Context: an optimization exercise on an open-source flow, tuned for small area and a short achievable clock period. The choices shown serve that exercise and are no tape-out recipe.
Where RTL was checked, it was by simulation tests only, not by an equivalence proof against the original.
Power figures rest on the tool's default switching activity, not on a simulated workload.

==> branch tundra <==
Design PipelinedRadix4BoothWallace32, start of the top module:
module PipelinedRadix4BoothWallace32
(
    input logic clk,
    input logic run,
    input logic signedFlag,  
    input logic [32 - 1 : 0] multiplicand,
    input logic [32 - 1 : 0] multiplier,
    output logic [64 - 1 : 0] out
);
make LEC_CHECK=0 CAP_MARGIN=20 CORE_MARGIN=2 CORE_UTILIZATION=50 CTS_BUF_LIST='sky130_fd_sc_hd__clkbuf_4 sky130_fd_sc_hd__clkbuf_8' CTS_CLUSTER_SIZE=30 PLACE_DENSITY=0.65 SETUP_SLACK_MARGIN=1.65 SLEW_MARGIN=20 SYNTH_HIERARCHICAL=1 SYNTH_MINIMUM_KEEP_SIZE=0 finish   # period 4.2 ns
run.sh (not shown) runs the stock make flow with config.mk's settings and CLKGATE_MAP_FILE= SYNTH_SCRIPT=/design/flow/synth_recipe.tcl, a recipe that flattens the netlist after the stock synthesis.
==> branch indigo: changes against branch tundra <==
SETUP_SLACK_MARGIN = 1.75   (was 1.65)
==> branch ember: changes against branch tundra <==
SETUP_SLACK_MARGIN = 1.5   (was 1.65)
==> flow_metrics.tcl <==
set metrics [dict create \
    setup_slack_ns 1.658 \
    crit-reg2reg-capture "r2[107]" \
    globalRoute.busiestLayer "met2" \
    status "no timing/DRC/antenna violations" \
    holdWs_ns 0.4091 \
    antenna_found_initial 4 \
    drt_wl_total_um 114300 \
    cts_inserted_buffers 111 \
    groute.layer.met2.usage_pct 37.55 \
]
# the run above: branch tundra

==> flow_metrics.tcl <==
set metrics [dict create \
    crit-reg2reg-capture "r2[87]" \
    groute.layer.met2.usage_pct 38.03 \
    holdWs_ns 0.4156 \
    cts_inserted_buffers 112 \
    drt_wl_total_um 121700 \
    status "no timing/DRC/antenna violations" \
    globalRoute.busiestLayer "met2" \
    muxShareOfSynthArea_pct 0 \
]
# the run above: branch indigo

==> flow_metrics.tcl <==
set metrics [dict create \
    status "no timing/DRC/antenna violations" \
    cts_inserted_buffers 112 \
    crit-reg2reg-capture "r2[158]" \
    largest_register_ffs 299 \
    antenna_found_initial 3 \
    groute.layer.met2.usage_pct 37.34 \
    setup_slack_ns 1.484 \
    globalRoute.busiestLayer "met1" \
    drt_wl_total_um 113200 \
    top_signal_layer_used "met4" \
    cell_taking_the_most_area_after_synthesis "sky130_fd_sc_hd__edfxtp_1" \
    instance_count_of_the_mapped_netlist 3064 \
]
# the run above: branch ember


==> inputs of job 1498 <==
Another version of the RTL of PipelinedRadix4BoothWallace32 (not shown whole).
Settings: LEC_CHECK=0, CAP_MARGIN=20, CORE_MARGIN=2, CORE_UTILIZATION=50, PLACE_DENSITY=0.65, SETUP_SLACK_MARGIN=1.7, SLEW_MARGIN=20, SYNTH_HIERARCHICAL=1, SYNTH_MINIMUM_KEEP_SIZE=0; clock period 4.2 ns.
==> inputs of job 3629, as changes to job 1498 <==
--- a/flow/design.v
+++ b/flow/design.v
@@ -1086,11 +1086,25 @@
 wire s1049;
 wire c1050;
 wire s1051;
 wire c1052;
 reg [63:0] r4_s;
-reg [2:0] r4_c;
+reg [6:0] r4_c;
+wire bg1, bp1;
+wire bg2, bp2;
+wire bg3, bp3;
+wire bg4, bp4;
+wire bg5, bp5;
+wire bg6, bp6;
+wire bg7, bp7;
+wire bg8, bp8;
+wire bg9, bp9;
+wire bg10, bp10;
+wire bg11, bp11;
+wire bg12, bp12;
+wire bg13, bp13;
+wire bg14, bp14;
 reg [63:0] r5;
 wire [32:0] ax = {signedFlag & multiplicand[31], multiplicand};
 wire [34:0] bx = {signedFlag & multiplier[31], signedFlag & multiplier[31], multiplier, 1'b0};
 wire [15:0] one_e, two_e, neg_e;
 assign one_e[0] = bx[1] ^ bx[0];
@@ -2268,20 +2282,65 @@
 fullAdder fa_l6_477 (.x(r3[116]), .y(r3[117]), .cin(r3[118]), .sum(s1047), .cout(c1048));
 fullAdder fa_l6_478 (.x(r3[120]), .y(r3[121]), .cin(r3[122]), .sum(s1049), .cout(c1050));
 fullAdder fa_l6_479 (.x(r3[124]), .y(r3[125]), .cin(r3[126]), .sum(s1051), .cout(c1052));
 wire [63:0] opx = {r3[135], r3[134], r3[132], r3[131], r3[129], r3[128], c1052, s1051, c1050, s1049, c1048, s1047, c1046, c1044, c1042, c1040, c1038, c1036, c1034, c1032, c1030, c1028, c1026, c1024, c1022, c1020, c1018, c1016, c1014, c1012, c1010, c1008, c1006, c1004, c1002, c1000, c998, c996, c994, c992, c990, c988, c986, c984, c982, c980, c978, c976, c974, c972, c970, c968, c966, c964, c962, c960, s959, r3[7], r3[6], r3[5], r3[4], r3[3], r3[2], r3[0]};
 wire [63:0] opy = {r3[136], 1'b0, r3[133], 1'b0, r3[130], 1'b0, r3[127], 1'b0, r3[123], 1'b0, r3[119], 1'b0, r3[115], s1045, s1043, s1041, s1039, s1037, s1035, s1033, s1031, s1029, s1027, s1025, s1023, s1021, s1019, s1017, s1015, s1013, s1011, s1009, s1007, s1005, s1003, s1001, s999, s997, s995, s993, s991, s989, s987, s985, s983, s981, s979, s977, s975, s973, s971, s969, s967, s965, s963, s961, 1'b0, 1'b0, 1'b0, 1'b0, 1'b0, 1'b0, 1'b0, r3[1]};
-wire [16:0] bs0 = {1'b0, opx[15:0]} + {1'b0, opy[15:0]};
-wire [16:0] bs1 = {1'b0, opx[31:16]} + {1'b0, opy[31:16]};
-wire [16:0] bs2 = {1'b0, opx[47:32]} + {1'b0, opy[47:32]};
-wire [16:0] bs3 = {1'b0, opx[63:48]} + {1'b0, opy[63:48]};
-always_ff @(posedge clk) if (run) r4_s <= {bs3[15:0], bs2[15:0], bs1[15:0], bs0[15:0]};
-always_ff @(posedge clk) if (run) r4_c <= {bs2[16], bs1[16], bs0[16]};
-wire [3:0] bcin;
+wire [8:0] bs0 = {1'b0, opx[7:0]} + {1'b0, opy[7:0]};
+wire [8:0] bs1 = {1'b0, opx[15:8]} + {1'b0, opy[15:8]};
+wire [8:0] bs2 = {1'b0, opx[23:16]} + {1'b0, opy[23:16]};
+wire [8:0] bs3 = {1'b0, opx[31:24]} + {1'b0, opy[31:24]};
+wire [8:0] bs4 = {1'b0, opx[39:32]} + {1'b0, opy[39:32]};
+wire [8:0] bs5 = {1'b0, opx[47:40]} + {1'b0, opy[47:40]};
+wire [8:0] bs6 = {1'b0, opx[55:48]} + {1'b0, opy[55:48]};
+wire [8:0] bs7 = {1'b0, opx[63:56]} + {1'b0, opy[63:56]};
+always_ff @(posedge clk) if (run) r4_s <= {bs7[7:0], bs6[7:0], bs5[7:0], bs4[7:0], bs3[7:0], bs2[7:0], bs1[7:0], bs0[7:0]};
+always_ff @(posedge clk) if (run) r4_c <= {bs6[8], bs5[8], bs4[8], bs3[8], bs2[8], bs1[8], bs0[8]};
+wire [7:0] ball;
+assign ball[0] = &r4_s[7:0];
+assign ball[1] = &r4_s[15:8];
+assign ball[2] = &r4_s[23:16];
+assign ball[3] = &r4_s[31:24];
+assign ball[4] = &r4_s[39:32];
+assign ball[5] = &r4_s[47:40];
+assign ball[6] = &r4_s[55:48];
+assign ball[7] = &r4_s[63:56];
+assign bg1 = r4_c[1] | (ball[1] & r4_c[0]);
+assign bp1 = ball[1] & ball[0];
+assign bg2 = r4_c[2] | (ball[2] & r4_c[1]);
+assign bp2 = ball[2] & ball[1];
+assign bg3 = r4_c[3] | (ball[3] & r4_c[2]);
+assign bp3 = ball[3] & ball[2];
+assign bg4 = r4_c[4] | (ball[4] & r4_c[3]);
+assign bp4 = ball[4] & ball[3];
+assign bg5 = r4_c[5] | (ball[5] & r4_c[4]);
+assign bp5 = ball[5] & ball[4];
+assign bg6 = r4_c[6] | (ball[6] & r4_c[5]);
+assign bp6 = ball[6] & ball[5];
+assign bg7 = bg2 | (bp2 & r4_c[0]);
+assign bp7 = bp2 & ball[0];
+assign bg8 = bg3 | (bp3 & bg1);
+assign bp8 = bp3 & bp1;
+assign bg9 = bg4 | (bp4 & bg2);
+assign bp9 = bp4 & bp2;
+assign bg10 = bg5 | (bp5 & bg3);
+assign bp10 = bp5 & bp3;
+assign bg11 = bg6 | (bp6 & bg4);
+assign bp11 = bp6 & bp4;
+assign bg12 = bg9 | (bp9 & r4_c[0]);
+assign bp12 = bp9 & ball[0];
+assign bg13 = bg10 | (bp10 & bg1);
+assign bp13 = bp10 & bp1;
+assign bg14 = bg11 | (bp11 & bg7);
+assign bp14 = bp11 & bp7;
+wire [7:0] bcin;
 assign bcin[0] = 1'b0;
-assign bcin[1] = r4_c[0] | ((&r4_s[15:0]) & bcin[0]);
-assign bcin[2] = r4_c[1] | ((&r4_s[31:16]) & bcin[1]);
-assign bcin[3] = r4_c[2] | ((&r4_s[47:32]) & bcin[2]);
-wire [63:0] prod = {(r4_s[63:48] + {15'b0, bcin[3]}), (r4_s[47:32] + {15'b0, bcin[2]}), (r4_s[31:16] + {15'b0, bcin[1]}), (r4_s[15:0] + {15'b0, bcin[0]})};
+assign bcin[1] = r4_c[0];
+assign bcin[2] = bg1;
+assign bcin[3] = bg7;
+assign bcin[4] = bg8;
+assign bcin[5] = bg12;
+assign bcin[6] = bg13;
+assign bcin[7] = bg14;
+wire [63:0] prod = {(r4_s[63] ^ (bcin[7] & (&r4_s[62:56]))), (r4_s[62] ^ (bcin[7] & (&r4_s[61:56]))), (r4_s[61] ^ (bcin[7] & (&r4_s[60:56]))), (r4_s[60] ^ (bcin[7] & (&r4_s[59:56]))), (r4_s[59] ^ (bcin[7] & (&r4_s[58:56]))), (r4_s[58] ^ (bcin[7] & (&r4_s[57:56]))), (r4_s[57] ^ (bcin[7] & (&r4_s[56:56]))), (r4_s[56] ^ bcin[7]), (r4_s[55] ^ (bcin[6] & (&r4_s[54:48]))), (r4_s[54] ^ (bcin[6] & (&r4_s[53:48]))), (r4_s[53] ^ (bcin[6] & (&r4_s[52:48]))), (r4_s[52] ^ (bcin[6] & (&r4_s[51:48]))), (r4_s[51] ^ (bcin[6] & (&r4_s[50:48]))), (r4_s[50] ^ (bcin[6] & (&r4_s[49:48]))), (r4_s[49] ^ (bcin[6] & (&r4_s[48:48]))), (r4_s[48] ^ bcin[6]), (r4_s[47] ^ (bcin[5] & (&r4_s[46:40]))), (r4_s[46] ^ (bcin[5] & (&r4_s[45:40]))), (r4_s[45] ^ (bcin[5] & (&r4_s[44:40]))), (r4_s[44] ^ (bcin[5] & (&r4_s[43:40]))), (r4_s[43] ^ (bcin[5] & (&r4_s[42:40]))), (r4_s[42] ^ (bcin[5] & (&r4_s[41:40]))), (r4_s[41] ^ (bcin[5] & (&r4_s[40:40]))), (r4_s[40] ^ bcin[5]), (r4_s[39] ^ (bcin[4] & (&r4_s[38:32]))), (r4_s[38] ^ (bcin[4] & (&r4_s[37:32]))), (r4_s[37] ^ (bcin[4] & (&r4_s[36:32]))), (r4_s[36] ^ (bcin[4] & (&r4_s[35:32]))), (r4_s[35] ^ (bcin[4] & (&r4_s[34:32]))), (r4_s[34] ^ (bcin[4] & (&r4_s[33:32]))), (r4_s[33] ^ (bcin[4] & (&r4_s[32:32]))), (r4_s[32] ^ bcin[4]), (r4_s[31] ^ (bcin[3] & (&r4_s[30:24]))), (r4_s[30] ^ (bcin[3] & (&r4_s[29:24]))), (r4_s[29] ^ (bcin[3] & (&r4_s[28:24]))), (r4_s[28] ^ (bcin[3] & (&r4_s[27:24]))), (r4_s[27] ^ (bcin[3] & (&r4_s[26:24]))), (r4_s[26] ^ (bcin[3] & (&r4_s[25:24]))), (r4_s[25] ^ (bcin[3] & (&r4_s[24:24]))), (r4_s[24] ^ bcin[3]), (r4_s[23] ^ (bcin[2] & (&r4_s[22:16]))), (r4_s[22] ^ (bcin[2] & (&r4_s[21:16]))), (r4_s[21] ^ (bcin[2] & (&r4_s[20:16]))), (r4_s[20] ^ (bcin[2] & (&r4_s[19:16]))), (r4_s[19] ^ (bcin[2] & (&r4_s[18:16]))), (r4_s[18] ^ (bcin[2] & (&r4_s[17:16]))), (r4_s[17] ^ (bcin[2] & (&r4_s[16:16]))), (r4_s[16] ^ bcin[2]), (r4_s[15] ^ (bcin[1] & (&r4_s[14:8]))), (r4_s[14] ^ (bcin[1] & (&r4_s[13:8]))), (r4_s[13] ^ (bcin[1] & (&r4_s[12:8]))), (r4_s[12] ^ (bcin[1] & (&r4_s[11:8]))), (r4_s[11] ^ (bcin[1] & (&r4_s[10:8]))), (r4_s[10] ^ (bcin[1] & (&r4_s[9:8]))), (r4_s[9] ^ (bcin[1] & (&r4_s[8:8]))), (r4_s[8] ^ bcin[1]), (r4_s[7] ^ (bcin[0] & (&r4_s[6:0]))), (r4_s[6] ^ (bcin[0] & (&r4_s[5:0]))), (r4_s[5] ^ (bcin[0] & (&r4_s[4:0]))), (r4_s[4] ^ (bcin[0] & (&r4_s[3:0]))), (r4_s[3] ^ (bcin[0] & (&r4_s[2:0]))), (r4_s[2] ^ (bcin[0] & (&r4_s[1:0]))), (r4_s[1] ^ (bcin[0] & (&r4_s[0:0]))), (r4_s[0] ^ bcin[0])};
 always_ff @(posedge clk) if (run) r5 <= prod;
 assign out = r5;
 endmodule
CTS_BUF_LIST = sky130_fd_sc_hd__clkbuf_4 sky130_fd_sc_hd__clkbuf_8   (was not set)
CTS_CLUSTER_SIZE = 30   (was not set)
==> inputs of job 5667, as changes to job 1498 <==
--- a/flow/design.v
+++ b/flow/design.v
@@ -1085,12 +1085,12 @@
 wire c1048;
 wire s1049;
 wire c1050;
 wire s1051;
 wire c1052;
-reg [63:0] r4_s;
-reg [2:0] r4_c;
+reg [32:0] r4_lo;
+reg [31:0] r4_hi;
 reg [63:0] r5;
 wire [32:0] ax = {signedFlag & multiplicand[31], multiplicand};
 wire [34:0] bx = {signedFlag & multiplier[31], signedFlag & multiplier[31], multiplier, 1'b0};
 wire [15:0] one_e, two_e, neg_e;
 assign one_e[0] = bx[1] ^ bx[0];
@@ -2268,20 +2268,13 @@
 fullAdder fa_l6_477 (.x(r3[116]), .y(r3[117]), .cin(r3[118]), .sum(s1047), .cout(c1048));
 fullAdder fa_l6_478 (.x(r3[120]), .y(r3[121]), .cin(r3[122]), .sum(s1049), .cout(c1050));
 fullAdder fa_l6_479 (.x(r3[124]), .y(r3[125]), .cin(r3[126]), .sum(s1051), .cout(c1052));
 wire [63:0] opx = {r3[135], r3[134], r3[132], r3[131], r3[129], r3[128], c1052, s1051, c1050, s1049, c1048, s1047, c1046, c1044, c1042, c1040, c1038, c1036, c1034, c1032, c1030, c1028, c1026, c1024, c1022, c1020, c1018, c1016, c1014, c1012, c1010, c1008, c1006, c1004, c1002, c1000, c998, c996, c994, c992, c990, c988, c986, c984, c982, c980, c978, c976, c974, c972, c970, c968, c966, c964, c962, c960, s959, r3[7], r3[6], r3[5], r3[4], r3[3], r3[2], r3[0]};
 wire [63:0] opy = {r3[136], 1'b0, r3[133], 1'b0, r3[130], 1'b0, r3[127], 1'b0, r3[123], 1'b0, r3[119], 1'b0, r3[115], s1045, s1043, s1041, s1039, s1037, s1035, s1033, s1031, s1029, s1027, s1025, s1023, s1021, s1019, s1017, s1015, s1013, s1011, s1009, s1007, s1005, s1003, s1001, s999, s997, s995, s993, s991, s989, s987, s985, s983, s981, s979, s977, s975, s973, s971, s969, s967, s965, s963, s961, 1'b0, 1'b0, 1'b0, 1'b0, 1'b0, 1'b0, 1'b0, r3[1]};
-wire [16:0] bs0 = {1'b0, opx[15:0]} + {1'b0, opy[15:0]};
-wire [16:0] bs1 = {1'b0, opx[31:16]} + {1'b0, opy[31:16]};
-wire [16:0] bs2 = {1'b0, opx[47:32]} + {1'b0, opy[47:32]};
-wire [16:0] bs3 = {1'b0, opx[63:48]} + {1'b0, opy[63:48]};
-always_ff @(posedge clk) if (run) r4_s <= {bs3[15:0], bs2[15:0], bs1[15:0], bs0[15:0]};
-always_ff @(posedge clk) if (run) r4_c <= {bs2[16], bs1[16], bs0[16]};
-wire [3:0] bcin;
-assign bcin[0] = 1'b0;
-assign bcin[1] = r4_c[0] | ((&r4_s[15:0]) & bcin[0]);
-assign bcin[2] = r4_c[1] | ((&r4_s[31:16]) & bcin[1]);
-assign bcin[3] = r4_c[2] | ((&r4_s[47:32]) & bcin[2]);
-wire [63:0] prod = {(r4_s[63:48] + {15'b0, bcin[3]}), (r4_s[47:32] + {15'b0, bcin[2]}), (r4_s[31:16] + {15'b0, bcin[1]}), (r4_s[15:0] + {15'b0, bcin[0]})};
+wire [32:0] sum_lo = {1'b0, opx[31:0]} + {1'b0, opy[31:0]};
+wire [31:0] sum_hi = opx[63:32] + opy[63:32];
+always_ff @(posedge clk) if (run) r4_lo <= sum_lo;
+always_ff @(posedge clk) if (run) r4_hi <= sum_hi;
+wire [63:0] prod = {r4_hi + {31'b0, r4_lo[32]}, r4_lo[31:0]};
 always_ff @(posedge clk) if (run) r5 <= prod;
 assign out = r5;
 endmodule
ABC_CLOCK_PERIOD_IN_PS = 2400   (was not set)
CORE_UTILIZATION = 40   (was 50)
PLACE_DENSITY = 0.6   (was 0.65)
SETUP_SLACK_MARGIN = 1.2   (was 1.7)
==> results.txt <==
item	job 1498	job 3629	job 5667
Status	complete, no violations	complete, no violations	complete, no violations
Mean Syn Cell Area	14.25 sq um	14.48 sq um	14.06 sq um
Fraction of power consumed by combinational cells	51.8%	47.8%	51.6%
Highest cell delay on the worst timing path	0.55 ns	0.58 ns	0.57 ns
Relative area of clock buffers and inverters in the final design	4.370%	4.339%	4.999%
Switching fraction of total power	37.38%	36.47%	38.39%
Diodes inserted	2	4	0
Internal power contribution	24.98 mW	22.98 mW	24.97 mW
Vias per cell	6.106	5.879	5.463
Number of buffer and inverter stages on the critical path	1	2	0
Wire length on met3	11,000 microns	9256 microns	7049 microns
Routed metal-1 wirelength	48,440 microns	47,200 microns	52,110 microns
Minimum setup slack among reg-to-reg paths	1.41 ns	1.64 ns	1.19 ns
Number of antenna violations at the first check in global routing	10	7	1
Power Sequential	13.0 mW	13.2 mW	12.9 mW
Maximum operating frequency	358.6 MHz	390.1 MHz	332.2 MHz
Proportion of power drawn by the clock network	15.6%	15.7%	16.5%
Share of cell area taken by flip-flops and latches	37.06%	38.86%	38.43%
No functional check of the RTL was part of job 1498 and job 5667.

## separate check: timing with driven ports
No port has a modelled driver above. Below, the same layouts with a new extraction and two added sets of constraints.
Step 1 sets driving cells, clkbuf_16 on the clock port and buf_2 on the other inputs (assumed; they add their load-dependent delay and slew).
Step 2 also shifts input and output timing later by t, the mid clock arrival at the registers, as if the neighbouring blocks saw the same clock.
Slacks: ideal ports / drivers / drivers and shift; pairs: ideal ports / drivers.
run | t, ns | setup slack, ns | worst setup path at the end | pins driven straight from the clock port
branch tundra | 0.814 | 1.658 / 1.655 / 1.658 | register to register | 1
branch indigo | 0.792 | 1.658 / 1.658 / 1.658 | register to register | 1
branch ember | 0.800 | 1.484 / 1.484 / 1.484 | register to register | 1
job 1498 | 0.693 | 1.412 / 1.412 / 1.412 | register to register | 1
job 3629 | 0.818 | 1.636 / 1.636 / 1.636 | register to register | 1
job 5667 | 0.709 | 1.190 / 1.190 / 1.190 | register to register | 1
After both steps every run listed still meets setup and hold.
